This design comes from an exercise in tuning for small area on the open sky130 flow, not from production work.
In this exercise RTL edits were held to simulation tests only and were not proved equivalent to the original.
The clock port is modelled as an ideal driver, which makes a skipped or thinned clock tree look cheaper than it is; a real chip needs a root buffer or a tree.
Power figures rest on the tool's default switching activity, not on a simulated workload.

`design/flow/flow/run.sh`:
```
#!/bin/bash
# Own layout flow: the standard flow (standard.sh) with these changes:
#  - synthesis: the standard flow's synthesis script unchanged, except that ABC's cell mapping uses
#    flow/area.abc (area-oriented mapping) instead of ORFS's abc_area.script,
#    and yosys's full/half-adder extraction is off (ADDER_MAP_FILE empty), so ABC maps
#    all of the logic;
#  - placement: the port buffers are the smallest buffer cell (buf_1);
#  - clock tree: after CTS, flow/clock_trim.tcl leaves one clock buffer driving all registers.
# Registers, their names and cells are the standard synthesis's.
set -euo pipefail
here=$(pwd)
{ head -n 1 synth_recipe.tcl; cat flow/abc_override.tcl; tail -n +2 synth_recipe.tcl; } > my_synth.tcl
sed "s#SYNTH_SCRIPT=[^ ]*synth_recipe.tcl#SYNTH_SCRIPT=$here/my_synth.tcl#" standard.sh > my_standard.sh
grep -q "SYNTH_SCRIPT=$here/my_synth.tcl" my_standard.sh
export MY_ABC_SCRIPT=$here/flow/area.abc
export ADDER_MAP_FILE=
export BUFFER_PORTS_ARGS="-buffer_cell sky130_fd_sc_hd__buf_1"
bash my_standard.sh cts > flow_to_cts.log 2>&1
cts_odb=$here/orfs/results/$FLOW_PLATFORM/ball/base/4_cts.odb
cp "$cts_odb" "$here/4_cts_before_trim.odb"
TRIM_ODB="$cts_odb" FLOW_CLK_PORT=Clk openroad -no_init -exit $here/flow/clock_trim.tcl > clock_trim.log 2>&1 || true
bash my_standard.sh > flow.log 2>&1
```
`design/flow/flow/abc_override.tcl`:
```
# ABC runs with the script named by MY_ABC_SCRIPT in place of the one synth.tcl passes.
proc abc {args} {
  set i [lsearch -exact $args -script]
  if { $i >= 0 } { lset args [expr {$i + 1}] $::env(MY_ABC_SCRIPT) }
  puts "abc (own flow script): $args"
  yosys abc {*}$args
}
```
`design/flow/flow/area.abc`:
```
strash
dch -f
amap
topo
```
`design/flow/flow/clock_trim.tcl`:
```
# After CTS: the clock tree of this small design becomes a single buffer. The root clock
# buffer (the only cell the clock port drives) drives every register's clock pin directly;
# the sink-cluster buffers and CTS's dummy loads are removed. All registers keep the same
# clock arrival (one buffer stage); the clock port still drives only the root buffer, which
# becomes a clkbuf_16.
set odb_file $::env(TRIM_ODB)
read_db $odb_file
set block [ord::get_db_block]
set clk_port_net [$block findNet $::env(FLOW_CLK_PORT)]
set roots {}
foreach it [$clk_port_net getITerms] { lappend roots [$it getInst] }
if { [llength $roots] != 1 } { puts "clock_trim: clock port drives [llength $roots] cells, leaving the tree as it is"; exit 0 }
set root [lindex $roots 0]
set root_out [[$root findITerm X] getNet]
set dead_insts {}
set dead_nets {}
foreach it [$root_out getITerms] {
  set inst [$it getInst]
  if { $inst == $root } { continue }
  set mname [[$inst getMaster] getName]
  if { [string match "*clkbuf*" $mname] || [string match "*clkinv*" $mname] } {
    set out_it [$inst findITerm X]
    if { $out_it == "NULL" || $out_it == "" } { set out_it [$inst findITerm Y] }
    if { $out_it != "NULL" && $out_it != "" } {
      set leaf_net [$out_it getNet]
      if { $leaf_net != "NULL" && $leaf_net != "" } {
        foreach lit [$leaf_net getITerms] {
          set li [$lit getInst]
          if { $li == $inst } { continue }
          set lm [[$li getMaster] getName]
          $lit disconnect
          if { [string match "*clkbuf*" $lm] || [string match "*clkinv*" $lm] } {
            lappend dead_insts $li
          } else {
            $lit connect $root_out
          }
        }
        lappend dead_nets $leaf_net
      }
    }
    lappend dead_insts $inst
  }
}
set n 0
foreach i [lsort -unique $dead_insts] { odb::dbInst_destroy $i; incr n }
foreach net [lsort -unique $dead_nets] { odb::dbNet_destroy $net }
# the single buffer drives all the registers: make it the strongest clock buffer and legalise
set db [ord::get_db]
set big [$db findMaster sky130_fd_sc_hd__clkbuf_16]
$root swapMaster $big
detailed_placement
check_placement
set sinks 0
foreach it [$root_out getITerms] { incr sinks }
puts "clock_trim: removed $n clock cells; root [$root getName] ([[$root getMaster] getName]) now has [expr {$sinks - 1}] sinks"
write_db $odb_file
```
`design/flow/standard.sh`:
```
#!/bin/bash
# synth_recipe.tcl (not shown) runs the flow's synth.tcl, then flattens the netlist and writes it again
# the make line also repeats each setting of config.mk as NAME=value (left out here)
make -C /OpenROAD-flow-scripts/flow DESIGN_CONFIG=/design/flow/config.mk WORK_HOME=/design/flow/orfs CLKGATE_MAP_FILE= SYNTH_SCRIPT=/design/flow/synth_recipe.tcl "${@:-finish}"
```
`design/flow/config.mk`:
```
export PLATFORM = sky130hd
export DESIGN_NAME = ball
export DESIGN_NICKNAME = ball
export VERILOG_FILES = /design/flow/design.v
export SDC_FILE = /design/flow/constraint.sdc
export NUM_CORES = 4
export LEC_CHECK = 0
export ABC_AREA = 1
export CAP_MARGIN = 20
export CORE_MARGIN = 2
export CORE_UTILIZATION = 40
export SLEW_MARGIN = 20
```
`design/flow/constraint.sdc`:
```
create_clock -name core_clock -period 10.0 [get_ports {Clk}]
set_input_delay 2.0000 -clock core_clock [delete_from_list [all_inputs] [get_ports {Clk}]]
set_output_delay 2.0000 -clock core_clock [all_outputs]
set_load 0.01 [all_outputs]
```
`design/flow/design.v`:
```
module ball ( input Clk, Reset, frame_clk,
              input [15:0] keycode,
              input [9:0] DrawX, DrawY,
              output logic [9:0] ballX, ballY,
              output left_out, attack_out );
  logic fcd;
  logic [9:0] X;
  logic [8:0] Y;   
  logic mv, ax, ng, left, attack;
  wire [9:0] Xn;
  wire [8:0] Yn;
  wire mvn, axn, ngn, leftn, attackn;
  ball_next u_next(.X(X), .Y(Y), .mv(mv), .ax(ax), .ng(ng), .left(left), .attack(attack),
                   .fcd(fcd), .frame_clk(frame_clk), .Reset(Reset), .k(keycode[7:0]),
                   .Xn(Xn), .Yn(Yn), .mvn(mvn), .axn(axn), .ngn(ngn),
                   .leftn(leftn), .attackn(attackn));
  always_ff @(posedge Clk) begin
    fcd <= frame_clk;
    X <= Xn; Y <= Yn;
    mv <= mvn; ax <= axn; ng <= ngn;
    left <= leftn; attack <= attackn;
  end
  assign ballX = X; assign ballY = {1'b0, Y};
  assign left_out = left; assign attack_out = attack;
endmodule
module ball_next(input [9:0] X, input [8:0] Y, input mv, input ax, input ng, input left, input attack, input fcd, input frame_clk, input Reset, input [7:0] k, output [9:0] Xn, output [8:0] Yn, output mvn, output axn, output ngn, output leftn, output attackn);
  wire new_n60, new_n61, new_n62, new_n63, new_n64, new_n65, new_n67,
    new_n68, new_n69, new_n70, new_n71, new_n72, new_n73, new_n75, new_n76,
    new_n77, new_n78, new_n79, new_n80, new_n81, new_n83, new_n84, new_n85,
    new_n86, new_n87, new_n88, new_n89, new_n91, new_n92, new_n93, new_n94,
    new_n95, new_n96, new_n97, new_n98, new_n100, new_n101, new_n102,
    new_n103, new_n104, new_n105, new_n106, new_n107, new_n109, new_n110,
    new_n111, new_n112, new_n113, new_n114, new_n115, new_n116, new_n117,
    new_n118, new_n119, new_n120, new_n122, new_n123, new_n124, new_n125,
    new_n126, new_n127, new_n128, new_n129, new_n130, new_n132, new_n133,
    new_n134, new_n135, new_n136, new_n137, new_n138, new_n140, new_n141,
    new_n142, new_n143, new_n144, new_n145, new_n146, new_n147, new_n148,
    new_n149, new_n150, new_n151, new_n153, new_n154, new_n155, new_n156,
    new_n158, new_n159, new_n160, new_n161, new_n162, new_n163, new_n164,
    new_n165, new_n167, new_n168, new_n169, new_n170, new_n171, new_n172,
    new_n173, new_n175, new_n176, new_n177, new_n178, new_n179, new_n180,
    new_n181, new_n183, new_n184, new_n185, new_n186, new_n187, new_n188,
    new_n189, new_n191, new_n192, new_n193, new_n194, new_n195, new_n196,
    new_n197, new_n198, new_n199, new_n200, new_n202, new_n203, new_n204,
    new_n205, new_n206, new_n207, new_n208, new_n209, new_n210, new_n211,
    new_n212, new_n214, new_n215, new_n216, new_n217, new_n218, new_n219,
    new_n220, new_n221, new_n222, new_n223, new_n224, new_n225, new_n226,
    new_n227, new_n228, new_n229, new_n230, new_n231, new_n233, new_n234,
    new_n235, new_n236, new_n237, new_n238, new_n239, new_n240, new_n241,
    new_n243, new_n244, new_n245, new_n246, new_n247, new_n248, new_n249,
    new_n250, new_n251, new_n252, new_n253, new_n254, new_n255, new_n256,
    new_n257, new_n258, new_n259, new_n260, new_n261, new_n262, new_n263,
    new_n264, new_n265, new_n266, new_n267, new_n268, new_n269, new_n270,
    new_n271, new_n272, new_n273, new_n274, new_n275, new_n276, new_n277,
    new_n278, new_n279, new_n280, new_n281, new_n282, new_n283, new_n284,
    new_n285, new_n286, new_n287, new_n288, new_n289, new_n290, new_n291,
    new_n292, new_n293, new_n294, new_n295, new_n296, new_n297, new_n298,
    new_n299, new_n300, new_n301, new_n302, new_n303, new_n304, new_n305,
    new_n306, new_n307, new_n308, new_n309, new_n310, new_n311, new_n312,
    new_n313, new_n314, new_n315, new_n316, new_n317, new_n318, new_n319,
    new_n320, new_n321, new_n322, new_n323, new_n324, new_n325, new_n326,
    new_n327, new_n328, new_n329, new_n330, new_n331, new_n332, new_n333,
    new_n334, new_n335, new_n336, new_n337, new_n338, new_n339, new_n340,
    new_n341, new_n342, new_n343, new_n344, new_n345, new_n346, new_n347,
    new_n348, new_n349, new_n350, new_n351, new_n352, new_n353, new_n354,
    new_n355, new_n356, new_n357, new_n358, new_n359, new_n360, new_n361,
    new_n362, new_n363, new_n364, new_n365, new_n366, new_n367, new_n368,
    new_n369, new_n370, new_n371, new_n372, new_n373, new_n374, new_n375,
    new_n376, new_n377, new_n378, new_n379, new_n380, new_n381, new_n382,
    new_n383, new_n384, new_n385, new_n386, new_n387, new_n388, new_n389,
    new_n390, new_n391, new_n392, new_n393, new_n394, new_n395, new_n396,
    new_n397, new_n398, new_n399, new_n400, new_n401, new_n402, new_n403,
    new_n404, new_n405, new_n406, new_n407, new_n408, new_n409, new_n410,
    new_n411, new_n412, new_n413, new_n414, new_n415, new_n416, new_n417,
    new_n418, new_n419, new_n420, new_n421, new_n422, new_n423, new_n424,
    new_n425, new_n426, new_n427, new_n428, new_n429, new_n430, new_n431,
    new_n432, new_n433, new_n434, new_n435, new_n436, new_n437, new_n438,
    new_n439, new_n440, new_n441, new_n442, new_n443, new_n444, new_n445,
    new_n446, new_n447, new_n448, new_n449, new_n450, new_n451, new_n452,
    new_n453, new_n454, new_n455, new_n456, new_n457, new_n458, new_n459,
    new_n460, new_n461, new_n462, new_n463, new_n464, new_n465, new_n466,
    new_n467, new_n468, new_n469, new_n470, new_n471, new_n472, new_n473,
    new_n474, new_n475, new_n476, new_n477, new_n478, new_n479, new_n480,
    new_n481, new_n482, new_n483, new_n484, new_n485, new_n486, new_n487,
    new_n488, new_n489, new_n490, new_n491, new_n492, new_n493, new_n494,
    new_n495, new_n496, new_n497, new_n498, new_n499, new_n500, new_n501,
    new_n502, new_n503, new_n504, new_n505, new_n506, new_n507, new_n508,
    new_n509, new_n510, new_n511, new_n512, new_n513, new_n514, new_n515,
    new_n516, new_n517, new_n518, new_n519, new_n520, new_n521, new_n522,
    new_n523, new_n524, new_n525, new_n526, new_n527, new_n528, new_n529,
    new_n530, new_n531, new_n532, new_n533, new_n534, new_n535, new_n536,
    new_n537, new_n538, new_n539, new_n540, new_n541, new_n542, new_n543,
    new_n544, new_n545, new_n546, new_n547, new_n548, new_n549, new_n550,
    new_n551, new_n552, new_n553, new_n554, new_n555, new_n556, new_n557,
    new_n558, new_n559, new_n560, new_n561, new_n562, new_n563, new_n564,
    new_n565, new_n566, new_n567, new_n568, new_n569, new_n570, new_n571,
    new_n572, new_n573, new_n574, new_n575, new_n576, new_n577, new_n578,
    new_n579, new_n580, new_n581, new_n582, new_n583, new_n584, new_n585,
    new_n586, new_n587, new_n588, new_n589, new_n590, new_n591, new_n592,
    new_n593, new_n594, new_n595, new_n596, new_n597, new_n598, new_n599,
    new_n600, new_n601, new_n602, new_n603, new_n604, new_n605, new_n606,
    new_n607, new_n608, new_n609, new_n610, new_n611, new_n612, new_n613,
    new_n614, new_n615, new_n616, new_n617, new_n618, new_n619, new_n620,
    new_n621, new_n622, new_n623, new_n624, new_n625, new_n626, new_n627,
    new_n628, new_n629, new_n630, new_n631, new_n632, new_n633, new_n634,
    new_n635, new_n636, new_n637, new_n638, new_n639, new_n640, new_n641,
    new_n642, new_n643, new_n644, new_n645, new_n646, new_n647, new_n648,
    new_n649, new_n650, new_n651, new_n652, new_n653, new_n654, new_n655,
    new_n656, new_n657, new_n658, new_n659, new_n660, new_n661, new_n662,
    new_n663, new_n664, new_n665, new_n666, new_n667, new_n668, new_n669,
    new_n670, new_n671, new_n672, new_n673, new_n674, new_n675, new_n676,
    new_n677, new_n678, new_n679, new_n680, new_n681, new_n682, new_n683,
    new_n684, new_n685, new_n686, new_n687, new_n688, new_n689, new_n690,
    new_n691, new_n692, new_n693, new_n694, new_n695, new_n696, new_n697,
    new_n698, new_n699, new_n700, new_n701, new_n702, new_n703, new_n704,
    new_n705, new_n706, new_n707, new_n708, new_n709, new_n711, new_n712,
    new_n714, new_n715, new_n716, new_n717, new_n718, new_n719, new_n720,
    new_n721, new_n722, new_n723, new_n724, new_n725, new_n726, new_n727,
    new_n728, new_n729, new_n730, new_n731, new_n733, new_n734, new_n735,
    new_n736, new_n737, new_n739, new_n740, new_n741;
  assign new_n60 = ~fcd & frame_clk;
  assign new_n61 = mv & new_n60;
  assign new_n62 = ax & new_n61;
  assign new_n63 = X[0] & new_n62;
  assign new_n64 = ~X[0] & ~new_n62;
  assign new_n65 = ~Reset & ~new_n64;
  assign Xn[0] = ~new_n63 & new_n65;
  assign new_n67 = X[0] & ~ng;
  assign new_n68 = ~X[0] & ng;
  assign new_n69 = ~new_n67 & ~new_n68;
  assign new_n70 = new_n62 & ~new_n69;
  assign new_n71 = X[1] & new_n70;
  assign new_n72 = ~X[1] & ~new_n70;
  assign new_n73 = ~Reset & ~new_n72;
  assign Xn[1] = ~new_n71 & new_n73;
  assign new_n75 = ~X[1] & ~new_n68;
  assign new_n76 = X[1] & ~new_n67;
  assign new_n77 = ~new_n75 & ~new_n76;
  assign new_n78 = new_n62 & new_n77;
  assign new_n79 = X[2] & new_n78;
  assign new_n80 = ~X[2] & ~new_n78;
  assign new_n81 = ~Reset & ~new_n80;
  assign Xn[2] = ~new_n79 & new_n81;
  assign new_n83 = X[0] & X[2];
  assign new_n84 = ~X[0] & ~X[2];
  assign new_n85 = ~new_n83 & ~new_n84;
  assign new_n86 = new_n78 & ~new_n85;
  assign new_n87 = X[3] & new_n86;
  assign new_n88 = ~X[3] & ~new_n86;
  assign new_n89 = ~Reset & ~new_n88;
  assign Xn[3] = ~new_n87 & new_n89;
  assign new_n91 = X[0] & X[1];
  assign new_n92 = ~X[3] & new_n91;
  assign new_n93 = X[3] & new_n84;
  assign new_n94 = ~new_n92 & ~new_n93;
  assign new_n95 = new_n86 & new_n94;
  assign new_n96 = X[4] & new_n95;
  assign new_n97 = ~X[4] & ~new_n95;
  assign new_n98 = ~Reset & ~new_n97;
  assign Xn[4] = ~new_n96 & new_n98;
  assign new_n100 = X[2] & X[3];
  assign new_n101 = ~X[4] & ~new_n100;
  assign new_n102 = X[0] & X[4];
  assign new_n103 = ~new_n101 & ~new_n102;
  assign new_n104 = new_n95 & ~new_n103;
  assign new_n105 = X[5] & new_n104;
  assign new_n106 = ~X[5] & ~new_n104;
  assign new_n107 = ~Reset & ~new_n106;
  assign Xn[5] = ~new_n105 & new_n107;
  assign new_n109 = ~X[4] & ~X[5];
  assign new_n110 = new_n91 & new_n100;
  assign new_n111 = new_n109 & ~new_n110;
  assign new_n112 = ~X[0] & ~X[1];
  assign new_n113 = new_n100 & ~new_n112;
  assign new_n114 = ~X[4] & ~new_n113;
  assign new_n115 = X[5] & ~new_n114;
  assign new_n116 = ~new_n111 & ~new_n115;
  assign new_n117 = new_n104 & ~new_n116;
  assign new_n118 = X[6] & ~new_n117;
  assign new_n119 = ~X[6] & new_n117;
  assign new_n120 = ~Reset & ~new_n119;
  assign Xn[6] = new_n118 | ~new_n120;
  assign new_n122 = ~X[5] & ~X[6];
  assign new_n123 = ~X[4] & new_n122;
  assign new_n124 = X[4] & X[5];
  assign new_n125 = X[6] & new_n124;
  assign new_n126 = ~new_n123 & ~new_n125;
  assign new_n127 = new_n104 & ~new_n126;
  assign new_n128 = X[7] & new_n127;
  assign new_n129 = ~X[7] & ~new_n127;
  assign new_n130 = ~Reset & ~new_n129;
  assign Xn[7] = ~new_n128 & new_n130;
  assign new_n132 = X[6] & ~X[7];
  assign new_n133 = ~X[6] & X[7];
  assign new_n134 = ~new_n132 & ~new_n133;
  assign new_n135 = new_n127 & new_n134;
  assign new_n136 = ~X[8] & new_n135;
  assign new_n137 = X[8] & ~new_n135;
  assign new_n138 = ~Reset & ~new_n137;
  assign Xn[8] = new_n136 | ~new_n138;
  assign new_n140 = X[1] & new_n100;
  assign new_n141 = X[7] & new_n109;
  assign new_n142 = ~new_n140 & new_n141;
  assign new_n143 = ~new_n133 & ~new_n142;
  assign new_n144 = X[7] & X[8];
  assign new_n145 = ~X[7] & ~X[8];
  assign new_n146 = ~new_n144 & ~new_n145;
  assign new_n147 = new_n143 & ~new_n146;
  assign new_n148 = new_n135 & new_n147;
  assign new_n149 = ~X[9] & ~new_n148;
  assign new_n150 = X[9] & new_n148;
  assign new_n151 = ~Reset & ~new_n150;
  assign Xn[9] = ~new_n149 & new_n151;
  assign new_n153 = ~ax & new_n61;
  assign new_n154 = Y[0] & ~new_n153;
  assign new_n155 = ~Y[0] & new_n153;
  assign new_n156 = ~new_n154 & ~new_n155;
  assign Yn[0] = ~Reset & ~new_n156;
  assign new_n158 = ng & new_n153;
  assign new_n159 = ~new_n154 & ~new_n158;
  assign new_n160 = Y[0] & Y[1];
  assign new_n161 = ~Y[0] & ~Y[1];
  assign new_n162 = ~new_n160 & ~new_n161;
  assign new_n163 = new_n159 & ~new_n162;
  assign new_n164 = ~new_n159 & new_n162;
  assign new_n165 = ~Reset & ~new_n164;
  assign Yn[1] = ~new_n163 & new_n165;
  assign new_n167 = ~ng & ~new_n160;
  assign new_n168 = ng & ~new_n161;
  assign new_n169 = ~new_n167 & ~new_n168;
  assign new_n170 = new_n153 & new_n169;
  assign new_n171 = Y[2] & new_n170;
  assign new_n172 = ~Y[2] & ~new_n170;
  assign new_n173 = ~Reset & ~new_n172;
  assign Yn[2] = ~new_n171 & new_n173;
  assign new_n175 = Y[1] & ~Y[2];
  assign new_n176 = ~Y[1] & Y[2];
  assign new_n177 = ~new_n175 & ~new_n176;
  assign new_n178 = new_n170 & new_n177;
  assign new_n179 = ~Y[3] & ~new_n178;
  assign new_n180 = Y[3] & new_n178;
  assign new_n181 = ~Reset & ~new_n180;
  assign Yn[3] = ~new_n179 & new_n181;
  assign new_n183 = ~Y[2] & ~Y[3];
  assign new_n184 = Y[2] & Y[3];
  assign new_n185 = ~new_n183 & ~new_n184;
  assign new_n186 = new_n178 & ~new_n185;
  assign new_n187 = ~Y[4] & new_n186;
  assign new_n188 = Y[4] & ~new_n186;
  assign new_n189 = ~Reset & ~new_n188;
  assign Yn[4] = new_n187 | ~new_n189;
  assign new_n191 = Y[3] & Y[4];
  assign new_n192 = Y[2] & new_n191;
  assign new_n193 = ~Y[1] & ~Y[2];
  assign new_n194 = Y[3] & ~new_n193;
  assign new_n195 = ~Y[4] & ~new_n194;
  assign new_n196 = ~new_n192 & ~new_n195;
  assign new_n197 = new_n186 & ~new_n196;
  assign new_n198 = ~Y[5] & new_n197;
  assign new_n199 = Y[5] & ~new_n197;
  assign new_n200 = ~Reset & ~new_n199;
  assign Yn[5] = new_n198 | ~new_n200;
  assign new_n202 = Y[2] & ~new_n161;
  assign new_n203 = ~Y[4] & Y[5];
  assign new_n204 = ~Y[3] & new_n203;
  assign new_n205 = ~new_n202 & new_n204;
  assign new_n206 = ~Y[5] & new_n160;
  assign new_n207 = new_n184 & new_n206;
  assign new_n208 = ~new_n205 & ~new_n207;
  assign new_n209 = new_n197 & new_n208;
  assign new_n210 = ~Y[6] & new_n209;
  assign new_n211 = Y[6] & ~new_n209;
  assign new_n212 = ~Reset & ~new_n211;
  assign Yn[6] = new_n210 | ~new_n212;
  assign new_n214 = ~Y[2] & ~new_n160;
  assign new_n215 = ~Y[4] & ~new_n214;
  assign new_n216 = ~Y[5] & Y[6];
  assign new_n217 = ~Y[3] & new_n216;
  assign new_n218 = ~new_n215 & new_n217;
  assign new_n219 = Y[2] & ~Y[3];
  assign new_n220 = new_n160 & new_n219;
  assign new_n221 = Y[3] & ~new_n202;
  assign new_n222 = ~new_n220 & ~new_n221;
  assign new_n223 = ~new_n191 & ~new_n222;
  assign new_n224 = ~new_n184 & ~new_n223;
  assign new_n225 = Y[5] & ~Y[6];
  assign new_n226 = ~new_n224 & new_n225;
  assign new_n227 = ~new_n218 & ~new_n226;
  assign new_n228 = new_n209 & new_n227;
  assign new_n229 = Y[7] & ~new_n228;
  assign new_n230 = ~Y[7] & new_n228;
  assign new_n231 = ~Reset & ~new_n230;
  assign Yn[7] = new_n229 | ~new_n231;
  assign new_n233 = Y[5] & Y[6];
  assign new_n234 = Y[7] & new_n233;
  assign new_n235 = ~Y[6] & ~Y[7];
  assign new_n236 = ~Y[5] & new_n235;
  assign new_n237 = ~new_n234 & ~new_n236;
  assign new_n238 = new_n209 & ~new_n237;
  assign new_n239 = ~Y[8] & ~new_n238;
  assign new_n240 = Y[8] & new_n238;
  assign new_n241 = ~Reset & ~new_n240;
  assign Yn[8] = ~new_n239 & new_n241;
  assign new_n243 = X[1] & X[3];
  assign new_n244 = ~new_n100 & ~new_n243;
  assign new_n245 = ~X[4] & new_n244;
  assign new_n246 = X[5] & ~new_n245;
  assign new_n247 = ~X[6] & ~new_n246;
  assign new_n248 = new_n145 & new_n247;
  assign new_n249 = X[9] & ~new_n248;
  assign new_n250 = ~X[9] & new_n145;
  assign new_n251 = ~Y[4] & ~Y[5];
  assign new_n252 = Y[6] & ~new_n251;
  assign new_n253 = ~Y[3] & new_n193;
  assign new_n254 = Y[4] & ~new_n253;
  assign new_n255 = ~Y[5] & ~new_n254;
  assign new_n256 = ~Y[0] & new_n255;
  assign new_n257 = new_n252 & ~new_n256;
  assign new_n258 = ~Y[7] & ~Y[8];
  assign new_n259 = ~new_n257 & new_n258;
  assign new_n260 = ~new_n203 & new_n259;
  assign new_n261 = ~Y[4] & new_n202;
  assign new_n262 = Y[5] & ~new_n261;
  assign new_n263 = Y[3] & new_n235;
  assign new_n264 = ~new_n262 & new_n263;
  assign new_n265 = Y[4] & Y[5];
  assign new_n266 = ~Y[3] & new_n235;
  assign new_n267 = new_n265 & new_n266;
  assign new_n268 = ~new_n202 & new_n267;
  assign new_n269 = ~new_n264 & ~new_n268;
  assign new_n270 = ~new_n260 & new_n269;
  assign new_n271 = new_n215 & new_n236;
  assign new_n272 = Y[8] & ~new_n271;
  assign new_n273 = ~new_n270 & new_n272;
  assign new_n274 = new_n270 & new_n271;
  assign new_n275 = ~new_n273 & ~new_n274;
  assign new_n276 = Y[5] & ~new_n219;
  assign new_n277 = ~Y[5] & ~new_n183;
  assign new_n278 = ~new_n276 & ~new_n277;
  assign new_n279 = ~new_n275 & new_n278;
  assign new_n280 = new_n196 & ~new_n257;
  assign new_n281 = new_n208 & ~new_n280;
  assign new_n282 = new_n177 & ~new_n281;
  assign new_n283 = Y[7] & ~Y[8];
  assign new_n284 = ~new_n227 & new_n283;
  assign new_n285 = ~new_n282 & new_n284;
  assign new_n286 = new_n220 & new_n285;
  assign new_n287 = ~new_n279 & ~new_n286;
  assign new_n288 = new_n147 & ~new_n287;
  assign new_n289 = X[7] & ~X[8];
  assign new_n290 = new_n247 & new_n289;
  assign new_n291 = ~Y[4] & ~new_n290;
  assign new_n292 = ~new_n216 & ~new_n291;
  assign new_n293 = Y[0] & Y[3];
  assign new_n294 = new_n176 & new_n293;
  assign new_n295 = ~Y[4] & Y[6];
  assign new_n296 = new_n258 & ~new_n295;
  assign new_n297 = new_n294 & new_n296;
  assign new_n298 = ~new_n292 & new_n297;
  assign new_n299 = X[3] & new_n124;
  assign new_n300 = ~X[6] & ~new_n299;
  assign new_n301 = ~X[7] & ~new_n300;
  assign new_n302 = Y[2] & ~new_n301;
  assign new_n303 = X[1] & X[2];
  assign new_n304 = ~X[3] & new_n123;
  assign new_n305 = ~new_n303 & new_n304;
  assign new_n306 = ~X[9] & ~Y[2];
  assign new_n307 = Y[8] & new_n160;
  assign new_n308 = ~new_n306 & new_n307;
  assign new_n309 = new_n267 & new_n308;
  assign new_n310 = ~new_n305 & new_n309;
  assign new_n311 = ~new_n302 & new_n310;
  assign new_n312 = ~new_n298 & ~new_n311;
  assign new_n313 = ~new_n288 & new_n312;
  assign new_n314 = ~new_n250 & ~new_n313;
  assign new_n315 = ~X[6] & ~new_n140;
  assign new_n316 = X[8] & ~new_n304;
  assign new_n317 = ~X[8] & new_n300;
  assign new_n318 = ~new_n316 & ~new_n317;
  assign new_n319 = ~new_n315 & new_n318;
  assign new_n320 = ~X[7] & ~new_n319;
  assign new_n321 = X[7] & new_n318;
  assign new_n322 = ~new_n320 & ~new_n321;
  assign new_n323 = X[4] & ~new_n244;
  assign new_n324 = ~X[5] & X[9];
  assign new_n325 = ~new_n323 & new_n324;
  assign new_n326 = ~new_n322 & ~new_n325;
  assign new_n327 = new_n183 & new_n265;
  assign new_n328 = Y[6] & new_n307;
  assign new_n329 = new_n327 & new_n328;
  assign new_n330 = ~new_n326 & new_n329;
  assign new_n331 = ~new_n314 & ~new_n330;
  assign new_n332 = ~new_n249 & ~new_n331;
  assign new_n333 = new_n109 & new_n244;
  assign new_n334 = X[6] & ~new_n333;
  assign new_n335 = ~X[7] & ~new_n334;
  assign new_n336 = ~X[2] & ~X[3];
  assign new_n337 = X[4] & ~new_n336;
  assign new_n338 = X[5] & new_n337;
  assign new_n339 = X[8] & ~new_n338;
  assign new_n340 = new_n335 & ~new_n339;
  assign new_n341 = X[5] & ~X[6];
  assign new_n342 = new_n323 & new_n341;
  assign new_n343 = X[8] & ~new_n134;
  assign new_n344 = ~new_n342 & new_n343;
  assign new_n345 = X[5] & ~X[8];
  assign new_n346 = new_n133 & new_n345;
  assign new_n347 = ~new_n101 & new_n346;
  assign new_n348 = X[6] & new_n289;
  assign new_n349 = ~X[7] & new_n123;
  assign new_n350 = ~new_n348 & ~new_n349;
  assign new_n351 = ~new_n347 & new_n350;
  assign new_n352 = ~new_n344 & new_n351;
  assign new_n353 = ~new_n340 & new_n352;
  assign new_n354 = new_n279 & ~new_n353;
  assign new_n355 = X[4] & new_n140;
  assign new_n356 = ~X[4] & ~new_n140;
  assign new_n357 = X[5] & new_n144;
  assign new_n358 = ~new_n356 & new_n357;
  assign new_n359 = ~new_n355 & new_n358;
  assign new_n360 = new_n286 & new_n359;
  assign new_n361 = ~X[8] & ~new_n247;
  assign new_n362 = X[8] & new_n116;
  assign new_n363 = ~new_n361 & ~new_n362;
  assign new_n364 = new_n175 & new_n191;
  assign new_n365 = new_n234 & new_n364;
  assign new_n366 = ~new_n143 & new_n365;
  assign new_n367 = ~new_n363 & new_n366;
  assign new_n368 = ~new_n289 & ~new_n361;
  assign new_n369 = new_n192 & new_n234;
  assign new_n370 = ~Y[8] & ~new_n369;
  assign new_n371 = ~new_n236 & new_n370;
  assign new_n372 = Y[1] & new_n184;
  assign new_n373 = new_n335 & new_n372;
  assign new_n374 = ~new_n371 & ~new_n373;
  assign new_n375 = ~Y[5] & ~Y[6];
  assign new_n376 = ~Y[4] & new_n183;
  assign new_n377 = new_n375 & new_n376;
  assign new_n378 = ~Y[1] & new_n377;
  assign new_n379 = ~Y[7] & new_n255;
  assign new_n380 = ~new_n378 & ~new_n379;
  assign new_n381 = ~new_n295 & ~new_n348;
  assign new_n382 = ~new_n380 & new_n381;
  assign new_n383 = ~new_n374 & new_n382;
  assign new_n384 = ~new_n368 & new_n383;
  assign new_n385 = ~new_n367 & ~new_n384;
  assign new_n386 = Y[0] & ~new_n385;
  assign new_n387 = Y[8] & ~new_n214;
  assign new_n388 = ~X[6] & ~X[8];
  assign new_n389 = new_n267 & ~new_n388;
  assign new_n390 = Y[6] & new_n204;
  assign new_n391 = Y[0] & new_n390;
  assign new_n392 = ~new_n389 & ~new_n391;
  assign new_n393 = X[8] & new_n140;
  assign new_n394 = ~Y[1] & ~new_n393;
  assign new_n395 = ~new_n351 & new_n394;
  assign new_n396 = ~new_n392 & new_n395;
  assign new_n397 = ~X[5] & new_n133;
  assign new_n398 = ~X[1] & X[2];
  assign new_n399 = ~X[3] & new_n398;
  assign new_n400 = new_n397 & new_n399;
  assign new_n401 = ~Y[2] & ~new_n400;
  assign new_n402 = ~new_n302 & ~new_n401;
  assign new_n403 = new_n132 & new_n338;
  assign new_n404 = ~new_n337 & new_n397;
  assign new_n405 = ~new_n403 & ~new_n404;
  assign new_n406 = ~new_n402 & new_n405;
  assign new_n407 = ~new_n162 & new_n177;
  assign new_n408 = new_n390 & ~new_n407;
  assign new_n409 = X[8] & Y[1];
  assign new_n410 = new_n408 & new_n409;
  assign new_n411 = ~new_n406 & new_n410;
  assign new_n412 = ~new_n396 & ~new_n411;
  assign new_n413 = new_n387 & ~new_n412;
  assign new_n414 = X[4] & new_n100;
  assign new_n415 = ~X[5] & ~new_n414;
  assign new_n416 = new_n125 & new_n140;
  assign new_n417 = Y[0] & ~new_n416;
  assign new_n418 = ~new_n415 & new_n417;
  assign new_n419 = new_n195 & new_n277;
  assign new_n420 = Y[6] & Y[7];
  assign new_n421 = ~Y[3] & new_n251;
  assign new_n422 = new_n420 & ~new_n421;
  assign new_n423 = new_n419 & new_n422;
  assign new_n424 = ~new_n418 & new_n423;
  assign new_n425 = new_n175 & ~new_n247;
  assign new_n426 = ~Y[0] & ~new_n425;
  assign new_n427 = ~Y[8] & new_n375;
  assign new_n428 = new_n191 & new_n427;
  assign new_n429 = ~new_n426 & new_n428;
  assign new_n430 = ~new_n424 & ~new_n429;
  assign new_n431 = ~new_n91 & new_n336;
  assign new_n432 = new_n125 & ~new_n431;
  assign new_n433 = ~X[7] & ~Y[0];
  assign new_n434 = ~X[4] & X[5];
  assign new_n435 = new_n336 & new_n434;
  assign new_n436 = new_n133 & new_n193;
  assign new_n437 = ~new_n435 & new_n436;
  assign new_n438 = ~new_n433 & ~new_n437;
  assign new_n439 = ~new_n432 & ~new_n438;
  assign new_n440 = X[5] & new_n132;
  assign new_n441 = X[3] & X[4];
  assign new_n442 = new_n193 & new_n441;
  assign new_n443 = new_n440 & new_n442;
  assign new_n444 = ~new_n439 & ~new_n443;
  assign new_n445 = ~X[8] & ~new_n444;
  assign new_n446 = ~new_n430 & new_n445;
  assign new_n447 = X[8] & ~new_n115;
  assign new_n448 = new_n334 & ~new_n447;
  assign new_n449 = Y[1] & ~new_n208;
  assign new_n450 = ~Y[3] & Y[6];
  assign new_n451 = new_n176 & new_n450;
  assign new_n452 = ~new_n449 & ~new_n451;
  assign new_n453 = new_n122 & new_n245;
  assign new_n454 = ~new_n233 & ~new_n251;
  assign new_n455 = new_n283 & new_n433;
  assign new_n456 = new_n454 & new_n455;
  assign new_n457 = ~new_n453 & new_n456;
  assign new_n458 = ~new_n452 & new_n457;
  assign new_n459 = ~new_n448 & new_n458;
  assign new_n460 = ~new_n446 & ~new_n459;
  assign new_n461 = ~new_n413 & new_n460;
  assign new_n462 = ~new_n386 & new_n461;
  assign new_n463 = ~new_n360 & new_n462;
  assign new_n464 = ~new_n354 & new_n463;
  assign new_n465 = ~X[9] & ~new_n464;
  assign new_n466 = ~Y[7] & new_n427;
  assign new_n467 = ~new_n202 & new_n466;
  assign new_n468 = new_n387 & new_n420;
  assign new_n469 = ~new_n467 & ~new_n468;
  assign new_n470 = ~new_n465 & new_n469;
  assign new_n471 = ~new_n332 & new_n470;
  assign new_n472 = ~X[2] & new_n145;
  assign new_n473 = new_n304 & new_n472;
  assign new_n474 = ~X[9] & ~new_n320;
  assign new_n475 = ~new_n473 & ~new_n474;
  assign new_n476 = Y[0] & Y[2];
  assign new_n477 = ~Y[6] & new_n476;
  assign new_n478 = ~new_n214 & ~new_n477;
  assign new_n479 = ~new_n251 & ~new_n478;
  assign new_n480 = Y[8] & new_n251;
  assign new_n481 = ~new_n476 & new_n480;
  assign new_n482 = ~new_n479 & ~new_n481;
  assign new_n483 = ~new_n348 & new_n451;
  assign new_n484 = ~new_n482 & new_n483;
  assign new_n485 = ~new_n475 & new_n484;
  assign new_n486 = new_n471 & ~new_n485;
  assign new_n487 = ~k[1] & ~k[4];
  assign new_n488 = ~k[5] & ~k[6];
  assign new_n489 = ~k[7] & new_n488;
  assign new_n490 = k[2] & ~k[3];
  assign new_n491 = new_n489 & new_n490;
  assign new_n492 = ~k[0] & new_n491;
  assign new_n493 = new_n487 & new_n492;
  assign new_n494 = k[0] & k[1];
  assign new_n495 = ~k[4] & new_n494;
  assign new_n496 = new_n491 & new_n495;
  assign new_n497 = ~new_n493 & ~new_n496;
  assign new_n498 = new_n486 & ~new_n497;
  assign new_n499 = new_n113 & new_n142;
  assign new_n500 = ~new_n247 & new_n499;
  assign new_n501 = new_n275 & ~new_n285;
  assign new_n502 = new_n500 & ~new_n501;
  assign new_n503 = ~new_n184 & new_n251;
  assign new_n504 = Y[6] & ~new_n503;
  assign new_n505 = new_n255 & new_n504;
  assign new_n506 = ~new_n222 & new_n265;
  assign new_n507 = ~X[6] & ~new_n408;
  assign new_n508 = ~new_n506 & new_n507;
  assign new_n509 = ~new_n505 & new_n508;
  assign new_n510 = ~new_n183 & new_n265;
  assign new_n511 = Y[6] & new_n510;
  assign new_n512 = ~Y[7] & Y[8];
  assign new_n513 = ~new_n377 & new_n512;
  assign new_n514 = ~new_n511 & new_n513;
  assign new_n515 = new_n103 & new_n400;
  assign new_n516 = new_n92 & new_n134;
  assign new_n517 = new_n338 & new_n516;
  assign new_n518 = ~new_n515 & ~new_n517;
  assign new_n519 = new_n514 & ~new_n518;
  assign new_n520 = ~new_n509 & new_n519;
  assign new_n521 = ~Y[4] & new_n235;
  assign new_n522 = ~new_n372 & new_n521;
  assign new_n523 = ~X[4] & new_n133;
  assign new_n524 = X[0] & ~X[5];
  assign new_n525 = X[1] & X[5];
  assign new_n526 = ~new_n524 & ~new_n525;
  assign new_n527 = new_n523 & new_n526;
  assign new_n528 = new_n113 & new_n527;
  assign new_n529 = ~new_n522 & new_n528;
  assign new_n530 = new_n371 & new_n529;
  assign new_n531 = ~new_n520 & ~new_n530;
  assign new_n532 = X[8] & ~new_n531;
  assign new_n533 = ~new_n502 & ~new_n532;
  assign new_n534 = new_n486 & ~new_n533;
  assign new_n535 = ~X[6] & new_n441;
  assign new_n536 = new_n144 & new_n535;
  assign new_n537 = new_n285 & new_n536;
  assign new_n538 = Y[3] & new_n215;
  assign new_n539 = ~new_n372 & ~new_n538;
  assign new_n540 = new_n270 & ~new_n539;
  assign new_n541 = ~new_n233 & new_n258;
  assign new_n542 = ~new_n540 & new_n541;
  assign new_n543 = new_n235 & ~new_n510;
  assign new_n544 = Y[8] & ~new_n543;
  assign new_n545 = ~X[3] & X[9];
  assign new_n546 = new_n123 & new_n545;
  assign new_n547 = ~new_n544 & new_n546;
  assign new_n548 = ~new_n542 & new_n547;
  assign new_n549 = ~new_n537 & ~new_n548;
  assign new_n550 = new_n303 & ~new_n549;
  assign new_n551 = ~new_n294 & new_n522;
  assign new_n552 = new_n371 & ~new_n551;
  assign new_n553 = ~X[0] & ~new_n552;
  assign new_n554 = new_n101 & new_n243;
  assign new_n555 = new_n346 & new_n554;
  assign new_n556 = ~new_n268 & new_n544;
  assign new_n557 = new_n325 & new_n535;
  assign new_n558 = new_n556 & new_n557;
  assign new_n559 = ~new_n555 & ~new_n558;
  assign new_n560 = ~new_n553 & ~new_n559;
  assign new_n561 = ~Y[8] & new_n522;
  assign new_n562 = ~new_n538 & new_n561;
  assign new_n563 = X[9] & new_n341;
  assign new_n564 = ~new_n556 & new_n563;
  assign new_n565 = ~new_n562 & new_n564;
  assign new_n566 = new_n235 & new_n251;
  assign new_n567 = new_n283 & ~new_n378;
  assign new_n568 = ~new_n566 & ~new_n567;
  assign new_n569 = new_n270 & new_n568;
  assign new_n570 = ~X[5] & new_n250;
  assign new_n571 = ~new_n569 & new_n570;
  assign new_n572 = ~new_n565 & ~new_n571;
  assign new_n573 = ~new_n466 & new_n554;
  assign new_n574 = ~new_n572 & new_n573;
  assign new_n575 = ~new_n560 & ~new_n574;
  assign new_n576 = ~new_n550 & new_n575;
  assign new_n577 = ~X[0] & ~new_n576;
  assign new_n578 = new_n275 & new_n514;
  assign new_n579 = ~new_n552 & ~new_n578;
  assign new_n580 = new_n500 & ~new_n579;
  assign new_n581 = ~X[9] & new_n349;
  assign new_n582 = Y[8] & new_n422;
  assign new_n583 = ~new_n191 & new_n466;
  assign new_n584 = ~new_n582 & ~new_n583;
  assign new_n585 = new_n469 & new_n584;
  assign new_n586 = X[0] & ~new_n585;
  assign new_n587 = new_n581 & ~new_n586;
  assign new_n588 = ~new_n419 & new_n422;
  assign new_n589 = ~X[0] & new_n440;
  assign new_n590 = ~X[2] & new_n133;
  assign new_n591 = ~new_n589 & ~new_n590;
  assign new_n592 = new_n441 & ~new_n591;
  assign new_n593 = X[1] & ~Y[8];
  assign new_n594 = ~new_n84 & new_n593;
  assign new_n595 = ~new_n235 & new_n594;
  assign new_n596 = new_n592 & new_n595;
  assign new_n597 = ~new_n588 & new_n596;
  assign new_n598 = new_n380 & new_n597;
  assign new_n599 = ~new_n587 & ~new_n598;
  assign new_n600 = ~new_n580 & new_n599;
  assign new_n601 = ~X[8] & ~new_n600;
  assign new_n602 = X[1] & new_n440;
  assign new_n603 = ~new_n400 & ~new_n602;
  assign new_n604 = new_n233 & ~new_n376;
  assign new_n605 = new_n102 & ~new_n604;
  assign new_n606 = new_n339 & new_n605;
  assign new_n607 = ~new_n603 & new_n606;
  assign new_n608 = ~new_n279 & new_n607;
  assign new_n609 = ~new_n560 & ~new_n608;
  assign new_n610 = new_n514 & ~new_n609;
  assign new_n611 = X[4] & new_n341;
  assign new_n612 = ~new_n94 & new_n611;
  assign new_n613 = new_n353 & new_n612;
  assign new_n614 = X[0] & new_n581;
  assign new_n615 = new_n140 & new_n614;
  assign new_n616 = ~new_n560 & ~new_n615;
  assign new_n617 = ~new_n613 & new_n616;
  assign new_n618 = ~new_n275 & ~new_n617;
  assign new_n619 = new_n112 & new_n346;
  assign new_n620 = ~Y[0] & ~Y[4];
  assign new_n621 = Y[5] & new_n84;
  assign new_n622 = ~new_n620 & new_n621;
  assign new_n623 = ~new_n83 & ~new_n622;
  assign new_n624 = X[1] & new_n124;
  assign new_n625 = new_n250 & new_n624;
  assign new_n626 = ~new_n623 & new_n625;
  assign new_n627 = ~new_n619 & ~new_n626;
  assign new_n628 = ~X[3] & ~new_n627;
  assign new_n629 = ~X[0] & new_n109;
  assign new_n630 = new_n348 & new_n629;
  assign new_n631 = ~new_n628 & ~new_n630;
  assign new_n632 = Y[6] & ~new_n293;
  assign new_n633 = new_n251 & ~new_n632;
  assign new_n634 = ~new_n252 & new_n283;
  assign new_n635 = ~new_n633 & new_n634;
  assign new_n636 = ~new_n631 & new_n635;
  assign new_n637 = new_n592 & new_n619;
  assign new_n638 = X[0] & new_n144;
  assign new_n639 = new_n303 & new_n638;
  assign new_n640 = new_n304 & new_n639;
  assign new_n641 = ~new_n637 & ~new_n640;
  assign new_n642 = new_n233 & ~new_n641;
  assign new_n643 = X[0] & new_n299;
  assign new_n644 = ~new_n629 & ~new_n643;
  assign new_n645 = ~new_n250 & ~new_n545;
  assign new_n646 = ~X[6] & Y[6];
  assign new_n647 = new_n398 & new_n646;
  assign new_n648 = ~new_n645 & new_n647;
  assign new_n649 = ~new_n644 & new_n648;
  assign new_n650 = ~new_n642 & ~new_n649;
  assign new_n651 = ~new_n376 & new_n512;
  assign new_n652 = ~new_n650 & new_n651;
  assign new_n653 = ~new_n636 & ~new_n652;
  assign new_n654 = new_n203 & new_n372;
  assign new_n655 = new_n160 & new_n421;
  assign new_n656 = ~new_n327 & ~new_n655;
  assign new_n657 = ~new_n654 & new_n656;
  assign new_n658 = ~Y[5] & new_n191;
  assign new_n659 = ~new_n407 & new_n658;
  assign new_n660 = ~new_n419 & ~new_n659;
  assign new_n661 = new_n657 & new_n660;
  assign new_n662 = ~new_n653 & ~new_n661;
  assign new_n663 = ~Y[1] & new_n204;
  assign new_n664 = ~new_n659 & ~new_n663;
  assign new_n665 = X[0] & ~new_n664;
  assign new_n666 = new_n281 & ~new_n665;
  assign new_n667 = ~X[0] & ~X[4];
  assign new_n668 = new_n346 & new_n667;
  assign new_n669 = ~new_n614 & ~new_n668;
  assign new_n670 = X[3] & ~Y[7];
  assign new_n671 = new_n398 & new_n670;
  assign new_n672 = new_n556 & new_n671;
  assign new_n673 = ~new_n669 & new_n672;
  assign new_n674 = ~new_n666 & new_n673;
  assign new_n675 = ~new_n370 & new_n630;
  assign new_n676 = X[0] & ~X[6];
  assign new_n677 = new_n250 & new_n676;
  assign new_n678 = ~new_n675 & ~new_n677;
  assign new_n679 = X[0] & ~new_n251;
  assign new_n680 = new_n235 & ~new_n679;
  assign new_n681 = Y[8] & ~new_n680;
  assign new_n682 = X[3] & new_n245;
  assign new_n683 = ~new_n681 & new_n682;
  assign new_n684 = ~new_n678 & new_n683;
  assign new_n685 = ~new_n259 & new_n684;
  assign new_n686 = ~X[0] & ~new_n585;
  assign new_n687 = X[9] & new_n125;
  assign new_n688 = ~new_n686 & new_n687;
  assign new_n689 = new_n60 & ~new_n688;
  assign new_n690 = ~new_n685 & new_n689;
  assign new_n691 = ~new_n674 & new_n690;
  assign new_n692 = ~new_n662 & new_n691;
  assign new_n693 = ~new_n618 & new_n692;
  assign new_n694 = ~new_n610 & new_n693;
  assign new_n695 = ~new_n601 & new_n694;
  assign new_n696 = ~new_n577 & new_n695;
  assign new_n697 = ~new_n534 & new_n696;
  assign new_n698 = ~new_n498 & new_n697;
  assign new_n699 = k[1] & k[4];
  assign new_n700 = ~k[0] & ~k[2];
  assign new_n701 = k[3] & new_n700;
  assign new_n702 = new_n489 & new_n701;
  assign new_n703 = new_n699 & new_n702;
  assign new_n704 = new_n486 & ~new_n703;
  assign new_n705 = new_n492 & new_n699;
  assign new_n706 = new_n704 & ~new_n705;
  assign new_n707 = new_n698 & new_n706;
  assign new_n708 = ~mv & ~new_n60;
  assign new_n709 = ~Reset & ~new_n708;
  assign mvn = ~new_n707 & new_n709;
  assign new_n711 = ~ax & ~new_n60;
  assign new_n712 = ~Reset & ~new_n711;
  assign axn = ~new_n698 & new_n712;
  assign new_n714 = X[1] & ~new_n472;
  assign new_n715 = ~X[2] & X[7];
  assign new_n716 = ~X[1] & ~new_n122;
  assign new_n717 = ~new_n715 & new_n716;
  assign new_n718 = ~new_n714 & ~new_n717;
  assign new_n719 = ~X[5] & new_n144;
  assign new_n720 = X[3] & ~new_n345;
  assign new_n721 = ~new_n719 & new_n720;
  assign new_n722 = ~new_n718 & ~new_n721;
  assign new_n723 = new_n60 & ~new_n722;
  assign new_n724 = ~new_n697 & ~new_n723;
  assign new_n725 = ~new_n493 & new_n704;
  assign new_n726 = ~new_n471 & new_n482;
  assign new_n727 = new_n697 & ~new_n726;
  assign new_n728 = ~new_n725 & new_n727;
  assign new_n729 = ~new_n724 & ~new_n728;
  assign new_n730 = ~ng & ~new_n60;
  assign new_n731 = ~Reset & ~new_n730;
  assign ngn = ~new_n729 & new_n731;
  assign new_n733 = new_n60 & new_n487;
  assign new_n734 = new_n492 & new_n733;
  assign new_n735 = ~left & ~new_n734;
  assign new_n736 = new_n60 & new_n496;
  assign new_n737 = ~Reset & ~new_n736;
  assign leftn = ~new_n735 & new_n737;
  assign new_n739 = new_n702 & new_n733;
  assign new_n740 = attack & ~new_n60;
  assign new_n741 = ~new_n739 & ~new_n740;
  assign attackn = ~Reset & ~new_n741;
endmodule
```
==> results by group <==
STA
  – FMAX: 0.2158 GHz
  – Setup WS post-layout: 5.366 ns
  – Final period utilization: 0.4634
  – Slew @ Worst Pin: 1.006 ns
  – Period minus WS final: 4.634 ns
  – Setup TNS: 0 ns
  – Skew final: 0.007810 ns
  – Headroom to the max-slew limit: 0.3296
  – Final Max Tran Viols: 0
  – Hold Fails Final Rpt: 0
  – RSZ-0062 raised after global routing: false
  – # setup viols final: 0

Cells and area
  – Share of cells above drive strength 1: 0.004090
  – Register area: 500.5 sq um
  – # fillers: 702
  – Most frequent cells in the layout: 112 x nor2_1, 62 x clkinv_1, 38 x nand2_1
  – Ant. Diodes: 0
  – Commonest non-fill, non-tap cell in the layout: nor2_1
  – Area of the multi-input gates: 1958 sq um
  – Fin nets: 530
  – Synthesis-to-finish area growth: 8.809%
  – Core Util, Final: 0.4572

Placed design
  – Post-Place Worst Slack: 5.278 ns
  – Hpwl dp: 9236 microns
  – IO Port Bufs: 31
  – Routability cong.: 1.120

Global routing
  – Top Usage Layer GRT: met2
  – Largest net degree at the start of global routing: 26
  – Global-route wire length before repair: 18880 microns
  – GRT overflow: 0
  – M2 GR Usage: 0.5032
  – Initial antenna violation count: 0
  – Met1 Use GR: 0.4720
  – Number of global-route vias before repair: 3543
  – M3 GR Usage: 0.08277
  – GRT Util Overall: 0.3437

Clock tree
  – Clock latency (worst-skew pair): 0.17 ns
  – # resized after CTS: 0
  – CTS Hold Bufs: 0
  – CTS Sinks: 25
  – Worst-path clk slew: 0.11 ns
  – Post-CTS setup buffer count: 0

Setup path
  – Critical path peak fanout: 13
  – FF-to-FF Start: Y[3]
  – Critical path data arrival time: 4.72 ns
  – R2R setup slack: 5.37 ns
  – CP Class: reg2reg
  – R2R cell count: 17
  – Critical R2R Capture: ng
  – CP Launch Type: flop
  – CP Capture Type: flop
  – Worst Path Required: 10.09 ns

Logic synthesis
  – Largest area contributor in the netlist: dfxtp_1
  – Post-synthesis register bit count: 25
  – Synth Flop Type: dfxtp_1
  – Sequential share of the synthesized area: 0.1854
  – Number of distinct library cells after synthesis: 37
  – Synth Area per Inst: 5.906 sq um
  – EDFF count, synth: 0
  – Fraction of registers with async set/reset: 0
  – Synth top area share: 0.1854
  – Mapped Cells: 457
  – Synth warnings: 1
  – Post-Syn Area: 2699 sq um
  – Post-Syn Nets: 496
  – Top post-synthesis cells by area: dfxtp_1 19%, nor2_1 16%, clkinv_1 8.6%, o21ai_0 6.5%, nor3_1 5.6%

Drt
  – Vias per Instance: 7.134
  – Via Count: 4038
  – First-pass iteration count of the detailed router: 7
  – Antenna Violating Nets Remaining: 0
  – Detailed Route WL: 12200 microns
  – Initial DRC Count: 986
  – DRC viols: 0
  – Drt wl/cell: 21.55 microns

Floorplan
  – Core area: 6422 sq um
  – I/O pin count: 61
  – Die Ht: 86.14 microns
  – Die W: 86.14 microns
  – Rows: 29
  – Initial Util: 0.4202
  – Die Area: 7420 sq um

Power
  – Leak pwr: 0.7707 nW
  – Power per Cell Area: 56.88 nW/um^2
  – VDD IR max: 0.07352 mV

Worst hold path
  – WHS Endpoint: ax
  – Cells on Worst Hold Path: 2
  – Hold crit path type: reg2reg
  – Min-delay src: ax

Run
  – Total of max-cap violations: 0

Outcome
  – Outcome: no timing/DRC/antenna violations
-- metrics by stage --
stage	hold slack, ns	power, mW	area, sq um	std cells
6_report	0.5156	0.1670	2937	566
3_5_place_dp	0.4955	0.1198	2912	565
4_1_cts	0.5134	0.1864	2960	569
2_1_floorplan	0.4814	0.1129	2699	457
3_3_place_gp	0.4953	0.1195	2912	565
5_1_grt	0.5629	0.1743	2937	566
-- worst max-delay path, stage by stage, from the launching register on --
cell and delay [ns]:
dfxtp_1 0.61, clkinv_1 0.44, a31oi_1 0.33, nor2_1 0.07, nor3_1 0.37, nor2_1 0.12, a211oi_1 0.44, nor3_1 0.08
a21oi_1 0.43, or3_1 0.22, a21o_1 0.12, a31oi_1 0.08, o22a_1 0.20, nor3_1 0.18, o31ai_1 0.17, o2111ai_1 0.39
nor2_1 0.09, a311oi_1 0.21
-- kinds of logic after synthesis --
family                 synth area share
AND/OR/NAND/NOR                  0.3347
flip-flops                       0.1854
AO/OA/AOI/OAI                    0.3894
other                          0.001389
buffers and inverters           0.08901
-- synthesized netlist by cell type (3+ instances only) --
library cell and number:
a2111oi_0 4, a211oi_1 11, a21oi_1 25, a221oi_1 6, a22oi_1 4, a311oi_1 3
a31oi_1 18, a32oi_1 3, clkinv_1 62, dfxtp_1 25, nand2_1 38, nand3_1 13
nor2_1 112, nor3_1 30, nor4_1 9, o2111ai_1 5, o211ai_1 5, o21a_1 9
o21ai_0 35, o221ai_1 9, o22ai_1 3, o32ai_1 5, or3_1 3
-- registers in the layout (all words and copies together), names as in the netlist --
name / cells
mv: 1
ng: 1
left: 1
fcd: 1
X: 10
ax: 1
Y: 9
attack: 1
-- worst max-delay path by stage --
stage,endpoint,cells after the start,from
6_report,ng,17,Y[3]
5_1_grt,ng,17,Y[3]
4_1_cts,ng,17,Y[3]
3_5_place_dp,Y[8],15,frame_clk
3_3_place_gp,Y[8],15,frame_clk
2_1_floorplan,X[9],15,frame_clk
-- layer usage --
metal	part of all wire	routed length, microns	vias to the layer above
met5	0	0	-
met4	0.071	862	0
met3	0.14	1748	99
met2	0.41	4990	406
met1	0.38	4596	1765
li1	-	-	1768
-- area by class of cell --
class                      instances  area share
tap                               77     0.03281
clock buffer                       1    0.008522
timing repair buffer              32     0.04218
sequential                        25      0.1704
multi-input combinational        369      0.6668
inverter                          62     0.07925
-- report_power, final --
group | switching, mW | internal, mW | leakage, nW | total [mW]
clock network | 0.0301 | 0.0186 | 0.0123 | 0.0488
logic | 0.0109 | 0.00426 | 0.556 | 0.0151
registers | 0.00222 | 0.101 | 0.203 | 0.103
total | 0.0432 | 0.124 | 0.771 | 0.167

[separate check: timing with driven ports]
No port has a modelled driver above. Below, the same layout with a new extraction and two added sets of constraints.
Step 1 (the two cells are an assumption about what drives the block):
set clk [get_ports {Clk}]
set_driving_cell -lib_cell sky130_fd_sc_hd__clkbuf_16 $clk
set_driving_cell -lib_cell sky130_fd_sc_hd__buf_2 [delete_from_list [all_inputs] $clk]
Step 2 adds t to the input delays and takes it off the output delays; t is the mean of the earliest and latest rising clock arrival at the registers after step 1. Input paths then give back, and output paths get back, about the clock's delay inside the block.
Slacks: no drivers / after step 1 / after step 2; pairs: no drivers / after step 1.
shift t [ns]: 0.204
slack for setup (ns): 5.366 / 5.366 / 5.199
worst setup path at the end: input to register
worst register clock-pin slew, ns: 0.11 / 0.11
pins driven straight from the clock port: 1
After both steps this run still meets setup and hold. The setup slack of this run moves by 0.000 ns with the drivers and by -0.167 ns with both steps.
